Context: an optimization exercise on an open-source flow, tuned for small area, a short achievable clock period and few clock cycles. The choices shown serve that exercise and are no tape-out recipe.
In this exercise RTL edits were held to simulation tests only and were not proved equivalent to the original.

==> fjord: inputs <==
==> flow/design.v (excerpt) <==
module spatial_encoder_ping_pong
(
	input Clk_CI, Reset_RI,
	input ValidIn_SI, ReadyIn_SI,
	output ReadyOut_SO, ValidOut_SO,
	input [2-1:0] ModeIn_SI,
	input [5-1:0] LabelIn_DI,
	input [6*64-1:0] ChannelsIn_DI,
	output [2-1:0] ModeOut_SO,
	output [5-1:0] LabelOut_DO,
	output [0:1000-1] HypervectorOut_DO
);
localparam LAST = 4;
reg [2:0] DigitA_SP, DigitB_SP, DigitC_SP;
reg ValidB_SP, ValidC_SP;
reg [1:0] InFlight_SP;   
reg Tail_SP, Head_SP;     
wire FirstA_S = (DigitA_SP == 0);
reg LastA_SP;           
wire LastA_S = LastA_SP;
wire [2:0] Used_S = InFlight_SP + Tail_SP + Head_SP;
wire Start_S = ValidIn_SI & FirstA_S & (Used_S < 3'd2);
wire StepA_S = Start_S | ~FirstA_S;
assign ReadyOut_SO = LastA_S;
wire KeepA_S = StepA_S & ~LastA_S & ~Reset_RI;
wire KeepB_S = ValidB_SP & (DigitB_SP != LAST) & ~Reset_RI;
wire Finish_S = ValidC_SP & (DigitC_SP == LAST);
wire Continue_S = ValidC_SP & (DigitC_SP != LAST);
wire Pop_S = Head_SP & ReadyIn_SI;
wire Move_S = Tail_SP & (~Head_SP | Pop_S);
assign ValidOut_SO = Head_SP;
always @(posedge Clk_CI) begin
	if (Reset_RI) begin
		DigitA_SP <= 0;
		LastA_SP <= 1'b0;
		DigitB_SP <= 0;
		DigitC_SP <= 0;
		ValidB_SP <= 1'b0;
		ValidC_SP <= 1'b0;
		InFlight_SP <= 2'd0;
		Tail_SP <= 1'b0;
		Head_SP <= 1'b0;
	end else begin
		DigitA_SP <= (StepA_S & ~LastA_S) ? DigitA_SP + 1 : 0;
		LastA_SP <= StepA_S & ~LastA_S & (DigitA_SP == LAST - 1);
		ValidB_SP <= StepA_S;
		DigitB_SP <= DigitA_SP;
		ValidC_SP <= ValidB_SP;
		DigitC_SP <= DigitB_SP;
		InFlight_SP <= InFlight_SP + Start_S - Finish_S;
		Tail_SP <= Finish_S | (Tail_SP & ~Move_S);
		Head_SP <= Move_S | (Head_SP & ~Pop_S);
	end
end
reg [2-1:0] ModeIn_DP, ModeTail_DP, ModeHead_DP;
reg [5-1:0] LabelIn_DP, LabelTail_DP, LabelHead_DP;
always @(posedge Clk_CI) begin
	if (LastA_S) begin
		ModeIn_DP <= ModeIn_SI;
		LabelIn_DP <= LabelIn_DI;
	end
	if (Finish_S) begin
		ModeTail_DP <= ModeIn_DP;
		LabelTail_DP <= LabelIn_DP;
	end
	if (Move_S) begin
		ModeHead_DP <= ModeTail_DP;
		LabelHead_DP <= LabelTail_DP;
	end
end
  ...
==> flow/config.mk <==
export PLATFORM = sky130hd
export DESIGN_NAME = spatial_encoder_ping_pong
export DESIGN_NICKNAME = spatial_encoder_ping_pong
export VERILOG_FILES = /design/flow/design.v
export SDC_FILE = /design/flow/constraint.sdc
export NUM_CORES = 8
export LEC_CHECK = 0
export CAP_MARGIN = 30
export CELL_PAD_IN_SITES_DETAIL_PLACEMENT = 1
export CORE_MARGIN = 2
export CORE_UTILIZATION = 26
export PLACE_DENSITY = 0.42
export SETUP_SLACK_MARGIN = 4.5
export SLEW_MARGIN = 30
export SYNTH_HIERARCHICAL = 1
==> flow/constraint.sdc <==
create_clock -name core_clock -period 10.0 [get_ports {Clk_CI}]
set_input_delay 2.0000 -clock core_clock [delete_from_list [all_inputs] [get_ports {Clk_CI}]]
set_output_delay 2.0000 -clock core_clock [all_outputs]
set_load 0.01 [all_outputs]
standard.sh (not shown) runs the stock make flow with config.mk's settings and CLKGATE_MAP_FILE= SYNTH_SCRIPT=/design/flow/synth_recipe.tcl, a recipe that flattens the netlist after the stock synthesis.
==> flow/flow/run.sh <==
#!/bin/bash
# Own flow: the standard layout (standard.sh) with two changes:
#  - in the global routing step, ORFS's antenna repair (jumpers, then diodes)
#    is replaced by a diode-only repair with a 25% ratio margin, followed by a
#    slew/capacitance repair (flow/grt_diodes.tcl, the step's
#    POST_GLOBAL_ROUTE_TCL hook, which also rewrites the route guides);
#  - after ORFS's post-route antenna repair, up to three more repair rounds run
#    if violations remain (flow/drt_antennas.tcl, POST_DETAIL_ROUTE_TCL).
# make's and the tools' full output goes to standard.log; ORFS also keeps each
# step's log under orfs/logs/.
set -euo pipefail
export POST_GLOBAL_ROUTE_TCL="$PWD/flow/grt_diodes.tcl"
export POST_DETAIL_ROUTE_TCL="$PWD/flow/drt_antennas.tcl"
bash standard.sh SKIP_ANTENNA_REPAIR=1 POST_GLOBAL_ROUTE_TCL="$PWD/flow/grt_diodes.tcl" POST_DETAIL_ROUTE_TCL="$PWD/flow/drt_antennas.tcl" finish > standard.log 2>&1
==> flow/flow/drt_antennas.tcl <==
# Sourced by ORFS's detail_route.tcl as POST_DETAIL_ROUTE_TCL (run.sh sets it),
# after ORFS's own post-route antenna repair. If antenna violations remain,
# up to three more rounds of diode repair (20% ratio margin) and detailed
# routing, with the step's own detailed_route arguments.
set hdc_rounds 0
while { [check_antennas] && $hdc_rounds < 3 } {
  puts "Extra antenna repair round [expr {$hdc_rounds + 1}]..."
  repair_antennas -ratio_margin 20
  detailed_route {*}$::all_args
  incr hdc_rounds
}
==> flow/flow/grt_diodes.tcl <==
puts "Repair antennas (diodes only, 25% margin)..."
repair_antennas -diode_only -ratio_margin 25 -iterations 5
estimate_parasitics -global_routing
repair_design_helper
global_route -start_incremental
detailed_placement
global_route -end_incremental
check_placement -verbose
estimate_parasitics -global_routing
report_check_types -max_slew -max_capacitance -violators
write_guides $::env(RESULTS_DIR)/route.guide
==> willow (differences from fjord) <==
--- a/flow/flow/grt_diodes.tcl
+++ b/flow/flow/grt_diodes.tcl
@@ -2,3 +2,5 @@
 repair_antennas -diode_only -ratio_margin 25 -iterations 5
-estimate_parasitics -global_routing
+# (parasitics from placement here: the global-route estimate is not usable
+# right after the antenna repair)
+estimate_parasitics -placement
 repair_design_helper
==> notes.md <==
fjord never finished: it broke off in 5_1_grt with EST-0104. willow failed in 5_2_route.
In synthesized area, willow and fjord do not differ.
In synthesized cell count, willow and fjord do not differ.
Testbench counts of fjord, summed over its fixed seeds: cycles 1,472.
Testbench counts of willow, summed over its fixed seeds: cycles 1,472.

==> 01-09: inputs <==
spatial_encoder_ping_pong, a different RTL version from the one above (not shown whole).
Settings: LEC_CHECK=0, CAP_MARGIN=30, CELL_PAD_IN_SITES_DETAIL_PLACEMENT=1, CORE_MARGIN=2, CORE_UTILIZATION=30, PLACE_DENSITY=0.45, SETUP_SLACK_MARGIN=4.5, SLEW_MARGIN=30, SYNTH_HIERARCHICAL=1; clock period 10.0 ns.
==> flow/flow/grt_diodes.tcl <==
puts "Repair antennas (diodes only, 25% margin)..."
repair_antennas -diode_only -ratio_margin 25 -iterations 5
estimate_parasitics -global_routing
repair_design_helper
global_route -start_incremental
detailed_placement
global_route -end_incremental
check_placement -verbose
estimate_parasitics -global_routing
report_check_types -max_slew -max_capacitance -violators
write_guides $::env(RESULTS_DIR)/route.guide
Scripts as last shown in full above: flow/flow/run.sh, flow/flow/drt_antennas.tcl
==> 08-24 (differences from 01-09) <==
--- a/flow/flow/run.sh
+++ b/flow/flow/run.sh
@@ -3,4 +3,4 @@
 #  - in the global routing step, ORFS's antenna repair (jumpers, then diodes)
-#    is replaced by a diode-only repair with a 25% ratio margin, followed by a
-#    slew/capacitance repair (flow/grt_diodes.tcl, the step's
+#    is replaced by a diode-only repair with a 25% ratio margin, followed by
+#    slew/capacitance repair and a new global route (flow/grt_diodes.tcl, the step's
 #    POST_GLOBAL_ROUTE_TCL hook, which also rewrites the route guides);
==> flow/flow/grt_diodes.tcl (replaced) <==
puts "Repair antennas (diodes only, 25% margin)..."
repair_antennas -diode_only -ratio_margin 25 -iterations 5
estimate_parasitics -placement
repair_design_helper
detailed_placement
global_route
estimate_parasitics -global_routing
repair_design_helper
detailed_placement
global_route
estimate_parasitics -global_routing
check_placement -verbose
report_check_types -max_slew -max_capacitance -violators
write_guides $::env(RESULTS_DIR)/route.guide
CORE_UTILIZATION = 36   (was 30)
PLACE_DENSITY = 0.55   (was 0.45)
SETUP_SLACK_MARGIN = 5   (was 4.5)
==> notes <==
- 08-24 ran to the end with violations: max-capacitance violations, max-slew violations. 01-09 ended with an error in 5_1_grt, error EST-0104.
- Area after synthesis is the same in 01-09 and 08-24.
- In synthesized cell count, 01-09 and 08-24 do not differ.
==> figures <==
	01-09	08-24
Post-cts repair resize count	0	11
Buffer count from post-CTS setup fixing	0	2
Number of CTS-inserted buffers	939	907
Result of the run	stopped before the end	complete, but fails checks
Stage where the flow stopped	5_1_grt	-
Violated checks	-	max-capacitance violations, max-slew violations
Number of instances in the placed design	57190	53720
Total half-perimeter wirelength after legalization and detailed placement	2884 mm	2795 mm
Parity-gate share of the synthesized area counting xor and xnor cells	3.838%	3.838%
Floorplan die width	1.238 mm	1.131 mm
Final RePlAce weighted congestion	1.092	1.117
Site Rows	453	414
Net count after synthesis	47030	47030
Initial cell density of the core	30.07%	36.04%
Compound-gate portion of the synthesized area	3.925%	3.925%
Area post-placement	0.5112 mm2	0.5061 mm2
IO Count	1404	1404
Die Ht	1.238 mm	1.131 mm
Number of flops mapped to enable cells by yosys	2021	2021
Portion of netlist area occupied by mux cells	0.4204%	0.4204%
Worst slack, placed	4.427 ns	4.234 ns
Testbench counts of 01-09, summed over its fixed seeds: cycles 2,912.
Testbench counts of 08-24, summed over its fixed seeds: cycles 2,912.

==> run H: inputs <==
Starting RTL as in the previous note.
==> flow/config.mk <==
export PLATFORM = sky130hd
export DESIGN_NAME = spatial_encoder_ping_pong
export DESIGN_NICKNAME = spatial_encoder_ping_pong
export VERILOG_FILES = /design/flow/design.v
export SDC_FILE = /design/flow/constraint.sdc
export NUM_CORES = 8
export LEC_CHECK = 0
export CAP_MARGIN = 30
export CELL_PAD_IN_SITES_DETAIL_PLACEMENT = 1
export CORE_MARGIN = 2
export CORE_UTILIZATION = 30
export PLACE_DENSITY = 0.45
export SETUP_SLACK_MARGIN = 4.5
export SLEW_MARGIN = 30
export SYNTH_HIERARCHICAL = 1
==> flow/constraint.sdc <==
create_clock -name core_clock -period 10.0 [get_ports {Clk_CI}]
set_input_delay 2.0000 -clock core_clock [delete_from_list [all_inputs] [get_ports {Clk_CI}]]
set_output_delay 2.0000 -clock core_clock [all_outputs]
set_load 0.01 [all_outputs]
==> flow/flow/run.sh <==
#!/bin/bash
# Own flow: the standard layout (standard.sh) with two changes:
#  - in the global routing step, ORFS's antenna repair (jumpers, then diodes)
#    is replaced by a diode-only repair with a 25% ratio margin, followed by
#    slew/capacitance repair and a new global route (flow/grt_diodes.tcl, the step's
#    POST_GLOBAL_ROUTE_TCL hook, which also rewrites the route guides);
#  - after ORFS's post-route antenna repair, up to three more repair rounds run
#    if violations remain (flow/drt_antennas.tcl, POST_DETAIL_ROUTE_TCL).
# make's and the tools' full output goes to standard.log; ORFS also keeps each
# step's log under orfs/logs/.
set -euo pipefail
export POST_GLOBAL_ROUTE_TCL="$PWD/flow/grt_diodes.tcl"
export POST_DETAIL_ROUTE_TCL="$PWD/flow/drt_antennas.tcl"
bash standard.sh SKIP_ANTENNA_REPAIR=1 POST_GLOBAL_ROUTE_TCL="$PWD/flow/grt_diodes.tcl" POST_DETAIL_ROUTE_TCL="$PWD/flow/drt_antennas.tcl" finish > standard.log 2>&1
==> flow/flow/grt_diodes.tcl <==
puts "Repair antennas (diodes only, 25% margin)..."
repair_antennas -diode_only -ratio_margin 25 -iterations 5
estimate_parasitics -placement
repair_design_helper
detailed_placement
global_route
estimate_parasitics -global_routing
repair_design_helper
detailed_placement
global_route
estimate_parasitics -global_routing
check_placement -verbose
report_check_types -max_slew -max_capacitance -violators
write_guides $::env(RESULTS_DIR)/route.guide
Scripts as last shown in full above: flow/flow/drt_antennas.tcl
==> run F: changes against run H <==
==> flow/flow/run.sh (replaced) <==
#!/bin/bash
# Own flow: the standard layout (standard.sh) with one change in the global
# routing step: ORFS's antenna repair there (jumpers, then diodes) is replaced
# by a diode-only repair with a 40% ratio margin (flow/grt_diodes.tcl, run as
# the step's POST_GLOBAL_ROUTE_TCL hook, which also rewrites the route guides).
# The post-route antenna repair is unchanged.
# make's and the tools' full output goes to standard.log; ORFS also keeps each
# step's log under orfs/logs/.
set -euo pipefail
export POST_GLOBAL_ROUTE_TCL="$PWD/flow/grt_diodes.tcl"
bash standard.sh SKIP_ANTENNA_REPAIR=1 POST_GLOBAL_ROUTE_TCL="$PWD/flow/grt_diodes.tcl" finish > standard.log 2>&1
==> flow/flow/grt_diodes.tcl (replaced) <==
puts "Repair antennas (diodes only, 40% margin)..."
repair_antennas -diode_only -ratio_margin 40 -iterations 5
check_placement -verbose
write_guides $::env(RESULTS_DIR)/route.guide
CAP_MARGIN = 20   (was 30)
SLEW_MARGIN = 20   (was 30)
removed: flow/flow/drt_antennas.tcl
==> notes.md <==
- Of run H and run F, run H has the higher routed wire length (gap about 0.3%, measured against run F).
- Between run H and run F, the lower worst setup slack is in run F (gap 0.31 ns).
- In synthesized cell count, run H and run F do not differ.
- In run F the hold slack is better than in run H, by 0.037 ns.
- Die area is the same in run F and run H.
- Run H passed the timing, DRC and antenna checks. Run F completed and failed the layout checks on max-capacitance violations, max-slew violations.
==> figures <==
                                                                                                  run F                     run H
Instance area after placement                                                              510000 sq um              511000 sq um
Setup slack of the most critical reg-to-reg path                                                4.25 ns                   4.55 ns
Min-delay src                                                               Block5Carry_DP[114]$_DFF_P_  HvTail_DP[816]$_DFFE_PP_
Number of non-filler instances in the completed layout                                            65800                     64100
Hold slack                                                                                     0.380 ns                  0.343 ns
Min Clock Period, post-route                                                                    5.75 ns                   5.45 ns
Result of the run                                                            complete, but fails checks  timing/DRC/antenna clean
Violated checks                                         max-capacitance violations, max-slew violations                         -
Routed length on met1                                                                        1330000 um                1390000 um
Non-clk bufs                                                                                       3018                      3120
Finished Cell Area                                                                         559000 sq um              558000 sq um
Routed length on met3                                                                         481000 um                 431000 um
Testbench counts of run H, summed over its fixed seeds: cycles 2,912.
Testbench counts of run F, summed over its fixed seeds: cycles 2,912.

-- what the ideal ports hide --
The flow's constraints put no driver on any port. The routed layouts listed below were extracted and timed again, unchanged, in two steps. Step 1 (the two cells are an assumption about what drives the block):
set clk [get_ports {Clk_CI}]
set_driving_cell -lib_cell sky130_fd_sc_hd__clkbuf_16 $clk
set_driving_cell -lib_cell sky130_fd_sc_hd__buf_2 [delete_from_list [all_inputs] $clk]
Step 2 times the ports against the registers' clock, not the clock port: input delays grow and output delays shrink by t, the midpoint of the rising clock arrivals with the driver on. a / b / c = ideal ports / drivers / drivers and shift; a / b = the first two.
run | t (ns) | slack for setup (ns) | latest minus earliest clock arrival (ns)
08-24 | 1.518 | 4.763 / 4.763 / 3.910 | 0.201 / 0.201
run H | 1.511 | 4.553 / 4.553 / 4.410 | 0.233 / 0.233
run F | 1.530 | 4.246 / 4.246 / 4.246 | 0.187 / 0.187
The setup slack of 08-24, which loses most, moves by 0.000 ns with the drivers and by -0.853 ns with both steps.
